Context: an optimization exercise on an open-source flow, tuned for small area, a short achievable clock period and few clock cycles. The choices shown serve that exercise and are no tape-out recipe. In this exercise RTL edits were held to simulation tests only and were not proved equivalent to the original.

run A:
==> module apb_rd_and4, before the edit <==
module apb_rd_and4 (
    input  wire [31:0] a, b, c, d,
    output wire [31:0] y
);
    assign y = a & b & c & d;
endmodule
==> module apb_system_top, before the edit <==
module apb_system_top #(
    parameter ADDR_WIDTH = 32,
    parameter DATA_WIDTH = 32,
    parameter NUM_SLAVES = 3
)(
    input  wire                    pclk,
    input  wire                    presetn,
    input  wire                    transfer_req,
    input  wire [ADDR_WIDTH-1:0]   transfer_addr,
    input  wire [DATA_WIDTH-1:0]   transfer_wdata,
    input  wire                    transfer_write,
    output wire                    transfer_ready,
    output wire [DATA_WIDTH-1:0]   transfer_rdata,
    output wire                    transfer_error
);
    wire [3:0] slave  = transfer_addr[19:16];
    wire [5:0] word   = transfer_addr[7:2];
    wire       mapped = (slave[3:2] == 2'b00) && (slave[1:0] != 2'b11);
    wire       inwin  = (transfer_addr[31:20] == 12'h0) && (transfer_addr[15:8] == 8'h0);
    wire       hit    = mapped && inwin;
    wire       wr     = transfer_req && transfer_write && hit;
    wire [31:0] wd0 = transfer_wdata & {32{presetn}};
    wire [31:0] wd1 = transfer_wdata | {32{!presetn}};
    wire [3:0] p0 = 4'b0001 << word[1:0];
    wire [3:0] p1 = 4'b0001 << word[3:2];
    wire [3:0] p2 = 4'b0001 << word[5:4];
    wire [3:0] sd = 4'b0001 << slave[1:0];
    wire [64*32-1:0] ya;
    genvar s, w, b;
    generate
        for (w = 0; w < 64; w = w + 1) begin : g_w
            wire        wl = p2[w/16] & p1[(w/4)%4] & p0[w%4];
            wire [2:0]  sel;
            wire [31:0] q [0:2];
            for (s = 0; s < 3; s = s + 1) begin : g_s
                localparam [31:0] INIT = (s << 24) + w;
                wire [31:0] wd;
                for (b = 0; b < 32; b = b + 1) begin : g_b
                    assign wd[b] = INIT[b] ? wd1[b] : wd0[b];
                end
                wire we = (wr && sd[s] && wl) || !presetn;
                reg [31:0] m;
                always @(posedge pclk)
                    if (we) m <= wd;
                assign q[s]   = m;
                assign sel[s] = sd[s] & wl;
            end
            apb_rd_aoi3 u_a (.s0(sel[0]), .s1(sel[1]), .s2(sel[2]),
                             .d0(q[0]), .d1(q[1]), .d2(q[2]), .y(ya[w*32 +: 32]));
        end
    endgenerate
    wire [16*32-1:0] yb;
    wire [8*32-1:0]  yc;
    wire [4*32-1:0]  yd;
    genvar k;
    generate
        for (k = 0; k < 16; k = k + 1) begin : g_b4
            apb_rd_and4 u_b (.a(ya[(4*k)*32 +: 32]), .b(ya[(4*k+1)*32 +: 32]),
                             .c(ya[(4*k+2)*32 +: 32]), .d(ya[(4*k+3)*32 +: 32]),
                             .y(yb[k*32 +: 32]));
        end
        for (k = 0; k < 8; k = k + 1) begin : g_c2
            apb_rd_nand2 u_c (.a(yb[(2*k)*32 +: 32]), .b(yb[(2*k+1)*32 +: 32]),
                              .y(yc[k*32 +: 32]));
        end
        for (k = 0; k < 4; k = k + 1) begin : g_d2
            apb_rd_nor2 u_d (.a(yc[(2*k)*32 +: 32]), .b(yc[(2*k+1)*32 +: 32]),
                             .y(yd[k*32 +: 32]));
        end
    endgenerate
    reg [4*32-1:0] rd_n;
    reg            error_q;
    always @(posedge pclk) begin
        rd_n[0 +: 32]  <= ~(({32{hit}} & ~yd[0 +: 32]) | ((mapped && !inwin) ? 32'hDEADBEEF : 32'd0));
        rd_n[32 +: 32] <= ~({32{hit}} & ~yd[32 +: 32]);
        rd_n[64 +: 32] <= ~({32{hit}} & ~yd[64 +: 32]);
        rd_n[96 +: 32] <= ~({32{hit}} & ~yd[96 +: 32]);
        error_q <= !hit;
    end
    reg ready_q;
    always @(posedge pclk or negedge presetn)
        if (!presetn) ready_q <= 1'b0;
        else          ready_q <= 1'b1;
    assign transfer_ready = ready_q;
    assign transfer_rdata = ~(rd_n[0 +: 32] & rd_n[32 +: 32] & rd_n[64 +: 32] & rd_n[96 +: 32]);
    assign transfer_error = error_q;
endmodule
Settings: LEC_CHECK=0, CAP_MARGIN=30, CORE_MARGIN=2, CORE_UTILIZATION=60, CTS_BUF_LIST=sky130_fd_sc_hd__clkbuf_16, CTS_CLUSTER_DIAMETER=100, CTS_CLUSTER_SIZE=25, SETUP_SLACK_MARGIN=3.0, SLEW_MARGIN=50, SYNTH_HIERARCHICAL=1, SYNTH_MINIMUM_KEEP_SIZE=0, TNS_END_PERCENT=10; clock period 6.0 ns.
run.sh (not shown) runs the stock make flow with config.mk's settings and CLKGATE_MAP_FILE= SYNTH_SCRIPT=/design/flow/synth_recipe.tcl, a recipe that flattens the netlist after the stock synthesis.
Testbench counts of run A, summed over its fixed seeds: cycles 4,800.
### run A -> run B
==> flow/design.v, changed modules only <==
module apb_system_top #(
    parameter ADDR_WIDTH = 32,
    parameter DATA_WIDTH = 32,
    parameter NUM_SLAVES = 3
)(
    input  wire                    pclk,
    input  wire                    presetn,
    input  wire                    transfer_req,
    input  wire [ADDR_WIDTH-1:0]   transfer_addr,
    input  wire [DATA_WIDTH-1:0]   transfer_wdata,
    input  wire                    transfer_write,
    output wire                    transfer_ready,
    output wire [DATA_WIDTH-1:0]   transfer_rdata,
    output wire                    transfer_error
);
    wire [3:0] slave  = transfer_addr[19:16];
    wire [5:0] word   = transfer_addr[7:2];
    wire       mapped = (slave[3:2] == 2'b00) && (slave[1:0] != 2'b11);
    wire       inwin  = (transfer_addr[31:20] == 12'h0) && (transfer_addr[15:8] == 8'h0);
    wire       hit    = mapped && inwin;
    wire       wr     = transfer_req && transfer_write && hit;
    wire [31:0] wd0 = transfer_wdata & {32{presetn}};
    wire [31:0] wd1 = transfer_wdata | {32{!presetn}};
    wire [3:0] p0 = 4'b0001 << word[1:0];
    wire [3:0] p1 = 4'b0001 << word[3:2];
    wire [3:0] p2 = 4'b0001 << word[5:4];
    wire [3:0] sd = 4'b0001 << slave[1:0];
    wire [64*32-1:0] ya;
    genvar s, w, b;
    generate
        for (w = 0; w < 64; w = w + 1) begin : g_w
            wire        wl = p2[w/16] & p1[(w/4)%4] & p0[w%4];
            wire [2:0]  sel;
            wire [31:0] q [0:2];
            for (s = 0; s < 3; s = s + 1) begin : g_s
                localparam [31:0] INIT = (s << 24) + w;
                wire [31:0] wd;
                for (b = 0; b < 32; b = b + 1) begin : g_b
                    assign wd[b] = INIT[b] ? wd1[b] : wd0[b];
                end
                wire we = (wr && sd[s] && wl) || !presetn;
                reg [31:0] m;
                always @(posedge pclk)
                    if (we) m <= wd;
                assign q[s]   = m;
                assign sel[s] = sd[s] & wl;
            end
            apb_rd_aoi3 u_a (.s0(sel[0]), .s1(sel[1]), .s2(sel[2]),
                             .d0(q[0]), .d1(q[1]), .d2(q[2]), .y(ya[w*32 +: 32]));
        end
    endgenerate
    wire [16*32-1:0] yb;
    wire [8*32-1:0]  yc;
    wire [4*32-1:0]  yd;
    genvar k;
    generate
        for (k = 0; k < 16; k = k + 1) begin : g_b4
            apb_rd_nand4 u_b (.a(ya[(4*k)*32 +: 32]), .b(ya[(4*k+1)*32 +: 32]),
                              .c(ya[(4*k+2)*32 +: 32]), .d(ya[(4*k+3)*32 +: 32]),
                              .y(yb[k*32 +: 32]));
        end
        for (k = 0; k < 8; k = k + 1) begin : g_c2
            apb_rd_nor2 u_c (.a(yb[(2*k)*32 +: 32]), .b(yb[(2*k+1)*32 +: 32]),
                             .y(yc[k*32 +: 32]));
        end
        for (k = 0; k < 4; k = k + 1) begin : g_d2
            apb_rd_nand2 u_d (.a(yc[(2*k)*32 +: 32]), .b(yc[(2*k+1)*32 +: 32]),
                              .y(yd[k*32 +: 32]));
        end
    endgenerate
    reg [4*32-1:0] rd_n;
    reg            error_q;
    always @(posedge pclk) begin
        rd_n[0 +: 32]  <= ~(({32{hit}} & yd[0 +: 32]) | ((mapped && !inwin) ? 32'hDEADBEEF : 32'd0));
        rd_n[32 +: 32] <= ~({32{hit}} & yd[32 +: 32]);
        rd_n[64 +: 32] <= ~({32{hit}} & yd[64 +: 32]);
        rd_n[96 +: 32] <= ~({32{hit}} & yd[96 +: 32]);
        error_q <= !hit;
    end
    reg ready_q;
    always @(posedge pclk or negedge presetn)
        if (!presetn) ready_q <= 1'b0;
        else          ready_q <= 1'b1;
    assign transfer_ready = ready_q;
    assign transfer_rdata = ~(rd_n[0 +: 32] & rd_n[32 +: 32] & rd_n[64 +: 32] & rd_n[96 +: 32]);
    assign transfer_error = error_q;
endmodule
// module apb_rd_and4 removed
Results
- Run A vs run B, worst setup path startpoint: rd_n[45] vs rd_n[0]
- Looking at run B and run A, the global-route wire length before repair is a wash.
- Of run B and run A, it is run B that has the lower iteration count of the initial detailed-routing pass.
- Relative to run A, vertical extent of the die has decreased by about 0.36% in run B.
- Between run B and run A, the largest voltage drop on the vdd net does not differ in any meaningful way.
- Of the two values seen for top layer used by detailed routing, met4 was produced by run B and met5 by run A.
- Run A has lower largest net degree at the start of global routing than run B.
Testbench counts of run B, summed over its fixed seeds: cycles 4,800.

port drivers added, routing unchanged:
Ports are ideal in the flow. The routed layouts listed here were re-timed in OpenROAD. Step 1 (the two cells are an assumption about what drives the block):
set clk [get_ports {pclk}]
set_driving_cell -lib_cell sky130_fd_sc_hd__clkbuf_16 $clk
set_driving_cell -lib_cell sky130_fd_sc_hd__buf_2 [delete_from_list [all_inputs] $clk]
Step 2, shift: input delay + t, output delay - t, t = (earliest + latest rising clock arrival at the registers) / 2. This alone moves slack from input paths to output paths. a / b / c = ideal ports / drivers / drivers and shift; a / b = the first two.
run | t, ns | setup slack, ns | worst hold slack (ns) | worst slew at a driven data input, ns
run A | 1.078 | 2.473 / 2.352 / 1.609 | 0.111 / 0.045 / 0.812 | 0.18
run B | 1.078 | 2.458 / 2.341 / 1.738 | 0.631 / 0.564 / 0.639 | 0.16
After both steps every run listed still meets setup and hold. For run A, which loses most, drivers alone change the setup slack by -0.121 ns; drivers and shift together by -0.864 ns.
